This design comes from an exercise in tuning for small area on the open sky130 flow, not from production work.
Only simulation tests tie the RTL to the original design; equivalence was not proved.
Power is estimated from default activity; no workload was simulated.

## v27
## pipeline_wrapped
module pipeline_wrapped (
    input  wire        clk,
    input  wire        reset,
    input  wire [31:0] pipeline1_inputs,
    input  wire [31:0] pipeline2_inputs,
    input  wire [1:0]  in_valid,
    input  wire        flush_1,
    input  wire        flush_2,
    output wire [31:0] pipeline1_outputs,
    output wire [31:0] pipeline2_outputs,
    output wire [1:0]  out_valid
);
==> flow/config.mk <==
export PLATFORM = sky130hd
export DESIGN_NAME = pipeline_wrapped
export DESIGN_NICKNAME = pipeline_wrapped
export VERILOG_FILES = /design/flow/design.v
export SDC_FILE = /design/flow/constraint.sdc
export NUM_CORES = 4
export LEC_CHECK = 0
export CAP_MARGIN = 20
export CORE_MARGIN = 2
export CORE_UTILIZATION = 55
export SLEW_MARGIN = 20
export SYNTH_HIERARCHICAL = 1
export SYNTH_MINIMUM_KEEP_SIZE = 0
export BUFFER_PORTS_ARGS = -buffer_cell sky130_fd_sc_hd__buf_1
export CTS_ARGS = -sink_clustering_enable -repair_clock_nets -dont_use_dummy_load -buf_list sky130_fd_sc_hd__clkbuf_8
==> flow/constraint.sdc <==
create_clock -name core_clock -period 5.0 [get_ports {clk}]
set_input_delay 1.0000 -clock core_clock [delete_from_list [all_inputs] [get_ports {clk}]]
set_output_delay 1.0000 -clock core_clock [all_outputs]
set_load 0.01 [all_outputs]
standard.sh (not shown) runs the stock make flow with config.mk's settings and CLKGATE_MAP_FILE= SYNTH_SCRIPT=/design/flow/synth_recipe.tcl, a recipe that flattens the netlist after the stock synthesis.
==> flow/flow/run.sh <==
#!/bin/bash
# Standard layout (the standard.sh, standard synthesis unchanged) with two
# changes: ports are buffered with buf_1 instead of the default buffer cell, and
# clock tree synthesis inserts no dummy loads and uses clkbuf_8 buffers.
set -euo pipefail
cat >> config.mk <<'EOF'
export BUFFER_PORTS_ARGS = -buffer_cell sky130_fd_sc_hd__buf_1
export CTS_ARGS = -sink_clustering_enable -repair_clock_nets -dont_use_dummy_load -buf_list sky130_fd_sc_hd__clkbuf_8
EOF
bash standard.sh > standard.log 2>&1
What v24 does differently from v27 at the input level:
==> flow/flow/run.sh <==
#!/bin/bash
# Standard layout (the standard.sh, standard synthesis unchanged) with two
# changes: ports are buffered with buf_1 instead of the default buffer cell, and
# clock tree synthesis inserts no dummy loads and uses clkbuf_8 buffers driving
# clusters of up to 16 flip-flops within 50 um.
set -euo pipefail
cat >> config.mk <<'EOF'
export BUFFER_PORTS_ARGS = -buffer_cell sky130_fd_sc_hd__buf_1
export CTS_ARGS = -sink_clustering_enable -repair_clock_nets -dont_use_dummy_load -buf_list sky130_fd_sc_hd__clkbuf_8 -sink_clustering_size 16 -sink_clustering_max_diameter 50
EOF
bash standard.sh > standard.log 2>&1
-- flow/config.mk --
<<< v27, line 9
export CORE_MARGIN = 2
export CORE_UTILIZATION = 55
export SLEW_MARGIN = 20
>>> v24, line 9
export CORE_MARGIN = 2
export CORE_UTILIZATION = 70
export SLEW_MARGIN = 20
<<< v27, line 14
export BUFFER_PORTS_ARGS = -buffer_cell sky130_fd_sc_hd__buf_1
export CTS_ARGS = -sink_clustering_enable -repair_clock_nets -dont_use_dummy_load -buf_list sky130_fd_sc_hd__clkbuf_8
>>> v24, line 14
export BUFFER_PORTS_ARGS = -buffer_cell sky130_fd_sc_hd__buf_1
export CTS_ARGS = -sink_clustering_enable -repair_clock_nets -dont_use_dummy_load -buf_list sky130_fd_sc_hd__clkbuf_8 -sink_clustering_size 16 -sink_clustering_max_diameter 50
Findings:
Having completed the whole flow, v24 delivered a layout that passed the timing, DRC and antenna checks.
Going from v27 to v24, combinational group share of total power increased 1.6 points, number of tap cells inserted decreased about 23%, die area decreased 21%.
Detailed-routed wire length on met3: v24 vs v27 up 230 um
Worst IR drop on VDD deteriorates in v24 relative to v27.
In v24 the utilization turned out 14 points higher than in v27.
Post-route clock period utilization of v24 is on par with v27.
Against v27, v24 comes in about 3.5% lower on first-pass GRT wire length.
The following lists how v31 was set up differently from v24:
==> flow/run.sh (new file) <==
#!/bin/bash
# synth_recipe.tcl (not shown) runs the flow's synth.tcl, then flattens the netlist and writes it again
# the make line also repeats each setting of config.mk as NAME=value (left out here)
make -C /OpenROAD-flow-scripts/flow DESIGN_CONFIG=/design/flow/config.mk WORK_HOME=/design/flow/orfs CLKGATE_MAP_FILE= SYNTH_SCRIPT=/design/flow/synth_recipe.tcl finish
==> flow/config.mk <==
export PLATFORM = sky130hd
export DESIGN_NAME = pipeline_wrapped
export DESIGN_NICKNAME = pipeline_wrapped
export VERILOG_FILES = /design/flow/design.v
export SDC_FILE = /design/flow/constraint.sdc
export NUM_CORES = 4
export LEC_CHECK = 0
export CAP_MARGIN = 20
export CORE_MARGIN = 2
export CORE_UTILIZATION = 55
export CTS_BUF_LIST = sky130_fd_sc_hd__clkbuf_8
export CTS_CLUSTER_SIZE = 30
export SLEW_MARGIN = 20
export SYNTH_HIERARCHICAL = 1
export SYNTH_MINIMUM_KEEP_SIZE = 0
removed: flow/flow/run.sh
removed: flow/standard.sh
[summary]
- v31: proportion of cell area occupied by multi-input gates 1.2 points below v24
- Xor and xnor area share after synthesis: v31 vs v24 identical
- v24 → v31: post-layout total power went up; register-to-register path setup slack went down; final-layout clock buffer total went up.
Relative to v31, the following input files were edited for v6:
==> flow/flow/run.sh (new file) <==
#!/bin/bash
# Standard layout (the standard.sh, standard synthesis unchanged) with two
# changes: ports are buffered with buf_1 instead of the default buffer cell, and
# clock tree synthesis inserts no dummy loads and uses clkbuf_8 buffers driving
# clusters of up to 18 flip-flops within 50 um.
set -euo pipefail
cat >> config.mk <<'EOF'
export BUFFER_PORTS_ARGS = -buffer_cell sky130_fd_sc_hd__buf_1
export CTS_ARGS = -sink_clustering_enable -repair_clock_nets -dont_use_dummy_load -buf_list sky130_fd_sc_hd__clkbuf_8 -sink_clustering_size 18 -sink_clustering_max_diameter 50
EOF
bash standard.sh > standard.log 2>&1
==> flow/standard.sh (new file) <==
#!/bin/bash
# synth_recipe.tcl (not shown) runs the flow's synth.tcl, then flattens the netlist and writes it again
# the make line also repeats each setting of config.mk as NAME=value (left out here)
make -C /OpenROAD-flow-scripts/flow DESIGN_CONFIG=/design/flow/config.mk WORK_HOME=/design/flow/orfs CLKGATE_MAP_FILE= SYNTH_SCRIPT=/design/flow/synth_recipe.tcl "${@:-finish}"
-- flow/config.mk --
<<< v31, line 10
export CORE_UTILIZATION = 55
export CTS_BUF_LIST = sky130_fd_sc_hd__clkbuf_8
export CTS_CLUSTER_SIZE = 30
export SLEW_MARGIN = 20
>>> v6, line 10
export CORE_UTILIZATION = 55
export SLEW_MARGIN = 20
<<< v31, line 15
export SYNTH_MINIMUM_KEEP_SIZE = 0
>>> v6, line 13
export SYNTH_MINIMUM_KEEP_SIZE = 0
export BUFFER_PORTS_ARGS = -buffer_cell sky130_fd_sc_hd__buf_1
export CTS_ARGS = -sink_clustering_enable -repair_clock_nets -dont_use_dummy_load -buf_list sky130_fd_sc_hd__clkbuf_8 -sink_clustering_size 18 -sink_clustering_max_diameter 50
removed: flow/run.sh
--- outcome ---
v6 completed end to end with timing, DRC and antenna clean.
v31 did not stop at any stage, and its layout met the timing, DRC and antenna checks.
Maximum frequency from static timing analysis (lower): v31
Relative to v31, minimum period implied by the final worst setup slack has decreased by 0.12 ns in v6.
Reported for v6 and v31, critical path depth turned out identical to the last digit.
Inputs modified between v6 and v3:
==> flow/flow/run.sh <==
#!/bin/bash
# Standard layout (the standard.sh, standard synthesis unchanged) with two
# changes: ports are buffered with buf_1 instead of the default buffer cell, and
# clock tree synthesis inserts no dummy loads and uses clkbuf_8 buffers driving
# clusters of up to 16 flip-flops within 50 um.
set -euo pipefail
cat >> config.mk <<'EOF'
export BUFFER_PORTS_ARGS = -buffer_cell sky130_fd_sc_hd__buf_1
export CTS_ARGS = -sink_clustering_enable -repair_clock_nets -dont_use_dummy_load -buf_list sky130_fd_sc_hd__clkbuf_8 -sink_clustering_size 16 -sink_clustering_max_diameter 50
EOF
bash standard.sh > standard.log 2>&1
-- flow/config.mk --
<<< v6, line 14
export BUFFER_PORTS_ARGS = -buffer_cell sky130_fd_sc_hd__buf_1
export CTS_ARGS = -sink_clustering_enable -repair_clock_nets -dont_use_dummy_load -buf_list sky130_fd_sc_hd__clkbuf_8 -sink_clustering_size 18 -sink_clustering_max_diameter 50
>>> v3, line 14
export BUFFER_PORTS_ARGS = -buffer_cell sky130_fd_sc_hd__buf_1
export CTS_ARGS = -sink_clustering_enable -repair_clock_nets -dont_use_dummy_load -buf_list sky130_fd_sc_hd__clkbuf_8 -sink_clustering_size 16 -sink_clustering_max_diameter 50
Findings:
v3 and v6 ended up with roughly the same per-cell routed wire length.
Any difference in final cell count between v3 and v6 is small enough to ignore.
Delta (v3 minus v6): relative contribution of combinational cells to total power now sits lower, placer congestion estimate now sits at about the same level.
Compared to v6, v3 has minimum clock period 0.040 ns lower.
Net load switching power (v3 vs. v6) increases slightly
Looking at share of the clock period used by the worst path across v6 and v3, the one that comes out lower is v3.

==> re-timing with driven ports <==
Ports are ideal in the flow. The routed layouts listed here were re-timed in OpenROAD. Step 1: set_driving_cell puts a clkbuf_16 on clk and a buf_2 on each other input, an assumption about the parent block. Step 2, shift: input delay + t, output delay - t, t = (earliest + latest rising clock arrival at the registers) / 2. This alone moves slack from input paths to output paths. Three values: ideal, step 1, step 2; two values: the first two.
run | t (ns) | setup slack, ns | worst setup path at the end | clock arrival spread, ns | worst slew at a driven data input, ns
v27 | 0.718 | 1.565 / 1.565 / 1.539 | input to register | 0.049 / 0.049 | 0.09
v24 | 0.703 | 1.564 / 1.564 / 1.418 | input to register | 0.068 / 0.068 | 0.08
v31 | 0.743 | 1.425 / 1.425 / 1.125 | input to register | 0.028 / 0.028 | 0.04
v6 | 0.709 | 1.541 / 1.541 / 1.525 | input to register | 0.051 / 0.050 | 0.09
v3 | 0.708 | 1.581 / 1.581 / 1.540 | input to register | 0.043 / 0.043 | 0.09
After both steps setup and hold are still met in every run listed. The setup slack of v31, which loses most, moves by 0.000 ns with the drivers and by -0.300 ns with both steps.
